This design comes from an exercise in tuning for small area on the open sky130 flow, not from production work.
Only simulation tests tie the RTL to the original design; equivalence was not proved.

== job 1056 ==
## disp
module disp(
        input [31:0] val,
        input clk,
        input rst,
        output [3:0] digit_sel,
        output [7:0] seg
  );
export LEC_CHECK = 0
export ABC_AREA = 0
export CAP_MARGIN = 20
export CORE_MARGIN = 2
export CORE_UTILIZATION = 40
export CTS_BUF_LIST = sky130_fd_sc_hd__clkbuf_4
export SLEW_MARGIN = 20
export SYNTH_HIERARCHICAL = 1
export SYNTH_MINIMUM_KEEP_SIZE = 0
create_clock -name core_clock -period 250.0 [get_ports {clk}]
standard.sh (not shown) runs the stock make flow with config.mk's settings and CLKGATE_MAP_FILE= SYNTH_SCRIPT=/design/flow/synth_recipe.tcl, a recipe that flattens the netlist after the stock synthesis.
==> flow/flow/run.sh <==
#!/bin/bash
# Layout flow: the standard flow (standard.sh), except that synthesis maps the logic
# with an area-oriented ABC script (flow/abc_map.script: strash; dch; map -a) in place of
# ORFS's delay-oriented abc_speed.script.  Everything else, registers included, is the
# standard synthesis and layout.
set -euo pipefail
W=$(pwd)
rm -rf "$W/scripts_area"
cp -r "$FLOW_HOME/scripts" "$W/scripts_area"
cp "$W/flow/abc_map.script" "$W/scripts_area/abc_speed.script"
bash standard.sh SCRIPTS_DIR="$W/scripts_area" synth > "$W/synth.log" 2>&1
bash standard.sh BUFFER_PORTS_ARGS="-buffer_cell sky130_fd_sc_hd__buf_1" > "$W/layout.log" 2>&1
==> flow/flow/abc_map.script <==
strash
dch
map -a
topo
Job 1056 finished every step from synthesis to the final layout, and the layout passed the timing, design-rule and antenna checks.
What job 8466 does differently from job 1056 at the input level:
Settings: setting CTS_CLUSTER_SIZE to 30 for the first time; changing CTS_BUF_LIST from sky130_fd_sc_hd__clkbuf_4 to sky130_fd_sc_hd__clkbuf_2 sky130_fd_sc_hd__clkbuf_4; setting CTS_CLUSTER_DIAMETER to 200 for the first time.
==> comparison <==
- Re total buffers and inverters traversed by the critical path: no difference whatsoever between job 8466 and job 1056.
- ~same final area in job 8466 and job 1056
- Job 8466 and job 1056 ended up with roughly the same worst path arrival time.
For job 230, these inputs were changed with respect to job 8466:
Settings: swapping sky130_fd_sc_hd__clkbuf_2 sky130_fd_sc_hd__clkbuf_4 for sky130_fd_sc_hd__clkbuf_4 in CTS_BUF_LIST.
- Both conditions hold for job 230: the flow ran to the end and the final layout passed the timing, design-rule and antenna checks.
- Reported for job 8466 and job 230, total number of vias turned out identical to the last digit.
- Re clock-buffer cell count: no difference whatsoever between job 230 and job 8466.
- Diff job 8466..job 230 | area occupied by multi-input gates | unchanged
- Job 230 -> job 8466: per-instance average area after synthesis delta 0, exact match

========
## build 28
Another version of the RTL of disp (not shown whole).
Size in the first run: about 310 cells after synthesis, roughly 12 flip-flops, about 46 I/O pins.
export LEC_CHECK = 0
export ABC_AREA = 0
export CAP_MARGIN = 20
export CORE_MARGIN = 2
export CORE_UTILIZATION = 40
export CTS_BUF_LIST = sky130_fd_sc_hd__clkbuf_4
export SLEW_MARGIN = 20
export SYNTH_HIERARCHICAL = 1
export SYNTH_MINIMUM_KEEP_SIZE = 0
create_clock -name core_clock -period 250.0 [get_ports {clk}]
==> flow/flow/run.sh <==
#!/bin/bash
# Layout flow: the standard flow (standard.sh) with two changes:
# - synthesis maps the logic with the area-oriented ABC script flow/abc_map.script in place
#   of ORFS's delay-oriented abc_speed.script (registers are mapped as in the standard
#   synthesis);
# - every input and output port is buffered with sky130_fd_sc_hd__buf_1 instead of the
#   default buffer cell that buffer_ports picks.
# Each step's output goes to synth.log and layout.log here, and ORFS's own logs to orfs/logs.
set -euo pipefail
W=$(pwd)
rm -rf "$W/scripts_area"
cp -r "$FLOW_HOME/scripts" "$W/scripts_area"
cp "$W/flow/abc_map.script" "$W/scripts_area/abc_speed.script"
bash standard.sh SCRIPTS_DIR="$W/scripts_area" synth > "$W/synth.log" 2>&1
bash standard.sh BUFFER_PORTS_ARGS="-buffer_cell sky130_fd_sc_hd__buf_1" CTS_ARGS="-buf_list sky130_fd_sc_hd__clkbuf_4 -root_buf sky130_fd_sc_hd__clkbuf_4 -sink_clustering_enable -sink_clustering_size 16 -sink_clustering_max_diameter 500 -repair_clock_nets" > "$W/layout.log" 2>&1
==> flow/flow/abc_map.script <==
strash
&get -n
&dch -f
&nf -a -R 1000
&put
strash
&get -n
&dch -f
&nf -a -R 1000
&put
topo
[inputs] build 13 vs build 28
==> flow/run.sh (new file) <==
#!/bin/bash
# synth_recipe.tcl (not shown) runs the flow's synth.tcl, then flattens the netlist and writes it again
# the make line also repeats each setting of config.mk as NAME=value (left out here)
make -C /OpenROAD-flow-scripts/flow DESIGN_CONFIG=/design/flow/config.mk WORK_HOME=/design/flow/orfs CLKGATE_MAP_FILE= SYNTH_SCRIPT=/design/flow/synth_recipe.tcl finish
removed: flow/flow/run.sh
removed: flow/flow/abc_map.script
removed: flow/standard.sh
### Flow results
Compared build 13 vs build 28, and wire length of the first global-routing pass is up in build 13.
The core of build 13 is more densely filled than that of build 28.
[compare] base=build 28 new=build 13: worst slack after detailed placement saw a decrease, well-tap cell count saw an increase, post-route cell area saw an increase.
## Diff of input files: build 65 against build 13
==> flow/flow/run.sh (new file) <==
#!/bin/bash
# Layout flow: the standard flow (standard.sh) with two changes:
# - synthesis maps the logic with the area-oriented ABC script flow/abc_map.script in place
#   of ORFS's delay-oriented abc_speed.script (registers are mapped as in the standard
#   synthesis);
# - every input and output port is buffered with sky130_fd_sc_hd__buf_1 instead of the
#   default buffer cell that buffer_ports picks.
# Each step's output goes to synth.log and layout.log here, and ORFS's own logs to orfs/logs.
set -euo pipefail
W=$(pwd)
rm -rf "$W/scripts_area"
cp -r "$FLOW_HOME/scripts" "$W/scripts_area"
cp "$W/flow/abc_map.script" "$W/scripts_area/abc_speed.script"
bash standard.sh SCRIPTS_DIR="$W/scripts_area" synth > "$W/synth.log" 2>&1
bash standard.sh BUFFER_PORTS_ARGS="-buffer_cell sky130_fd_sc_hd__buf_1" > "$W/layout.log" 2>&1
==> flow/flow/abc_map.script (new file) <==
strash
&get -n
&dch -f
&nf -a -R 1000
&put
strash
&get -n
&dch -f
&nf -a -R 1000
&put
topo
==> flow/standard.sh (new file) <==
#!/bin/bash
# synth_recipe.tcl (not shown) runs the flow's synth.tcl, then flattens the netlist and writes it again
# the make line also repeats each setting of config.mk as NAME=value (left out here)
make -C /OpenROAD-flow-scripts/flow DESIGN_CONFIG=/design/flow/config.mk WORK_HOME=/design/flow/orfs CLKGATE_MAP_FILE= SYNTH_SCRIPT=/design/flow/synth_recipe.tcl "${@:-finish}"
removed: flow/run.sh
Of build 65 and build 13, it is build 65 that has the lower register-to-register slack. The met3 global-route usage in build 65 sits 0.55 points below the value recorded for build 13. Diff build 65 and build 13: final worst slack lower in build 13. Number of rows in the core area is lower on build 65. Build 65: worst hold slack 11 ps below build 13. The core of build 65 is less densely filled than that of build 13. | worst path arrival time | build 65 vs build 13 | 540 ps lower |. Sequential element share of the synthesized area in build 65 vs build 13: up 0.86 points.

========
## the previous run
Another version of the RTL of disp (not shown whole).
Size: about 340 cells after synthesis, ~46 I/O pins, roughly 3100 um2 of cells after synthesis.
==> flow/design.v (excerpt) <==
module disp(
        input [31:0] val,
        input clk,
        input rst,
        output [3:0] digit_sel,
        output [7:0] seg
  );
Settings: LEC_CHECK=0, ABC_AREA=0, CAP_MARGIN=20, CORE_MARGIN=2, CORE_UTILIZATION=40, SLEW_MARGIN=20, SYNTH_HIERARCHICAL=1, SYNTH_MINIMUM_KEEP_SIZE=0; clock period 250.0 ns.
run.sh (not shown) runs the stock make flow with config.mk's settings and CLKGATE_MAP_FILE= SYNTH_SCRIPT=/design/flow/synth_recipe.tcl, a recipe that flattens the netlist after the stock synthesis.
Stock flow here: none of the scripts above is used.
The inputs of the current run differ from those of the previous run as listed below.
==> flow/flow/run.sh (new file) <==
#!/bin/bash
# Layout flow: the standard flow (standard.sh), except that synthesis maps the logic
# with an area-oriented ABC script (flow/abc_map.script: strash; dch; map -a) in place of
# ORFS's delay-oriented abc_speed.script.  Everything else, registers included, is the
# standard synthesis and layout.
set -euo pipefail
W=$(pwd)
rm -rf "$W/scripts_area"
cp -r "$FLOW_HOME/scripts" "$W/scripts_area"
cp "$W/flow/abc_map.script" "$W/scripts_area/abc_speed.script"
bash standard.sh SCRIPTS_DIR="$W/scripts_area" synth > "$W/synth.log" 2>&1
bash standard.sh > "$W/layout.log" 2>&1
==> flow/flow/abc_map.script (new file) <==
strash
dch
map -a
topo
==> flow/standard.sh (new file) <==
#!/bin/bash
# synth_recipe.tcl (not shown) runs the flow's synth.tcl, then flattens the netlist and writes it again
# the make line also repeats each setting of config.mk as NAME=value (left out here)
make -C /OpenROAD-flow-scripts/flow DESIGN_CONFIG=/design/flow/config.mk WORK_HOME=/design/flow/orfs CLKGATE_MAP_FILE= SYNTH_SCRIPT=/design/flow/synth_recipe.tcl "${@:-finish}"
removed: flow/run.sh
--- outcome ---
The current run ended with every stage complete and zero timing, DRC or antenna violations. Clock skew of the current run is on par with the previous run. [compare] base=the previous run new=the current run: estimated wirelength of the detail-placed design down 1.2%, share of final layout cell area taken by non-clock buffers up 0.73 points, routed wire length down about 1.7%, global-route usage up 0.33 points, core utilization up 0.51 points. The detailed route wirelength on metal3 of the current run is lower than that of the previous run. Compared to the previous run, the current run has data arrival time of the critical path 0.05 ns lower.

port drivers added, routing unchanged:
How much do the figures lean on ideal ports? The routed layouts below were timed once more, with nothing changed but the port constraints. Step 1 assumes that a clkbuf_16 drives the clock port and a buf_2 every other input. Step 2 times the ports against the registers' clock, not the clock port: input delays grow and output delays shrink by t, the midpoint of the rising clock arrivals with the driver on. a / b / c = no drivers / after step 1 / after step 2; a / b = the first two.
| run | shift t [ns] | slack for setup (ns) | cell pins on the clock port's net |
|---|---|---|---|
| job 1056 | 0.281 | 132.579 / 132.558 / 132.558 | 1 |
| job 8466 | 0.281 | 132.579 / 132.558 / 132.558 | 1 |
| job 230 | 0.281 | 132.579 / 132.558 / 132.558 | 1 |
| build 28 | 0.271 | 131.678 / 131.652 / 131.652 | 1 |
| build 13 | 0.280 | 131.141 / 131.116 / 131.116 | 1 |
| build 65 | 0.271 | 131.678 / 131.652 / 131.652 | 1 |
| the previous run | 0.256 | 133.564 / 133.540 / 133.540 | 1 |
| the current run | 0.257 | 133.605 / 133.581 / 133.581 | 1 |
After both steps every run listed still meets setup and hold.
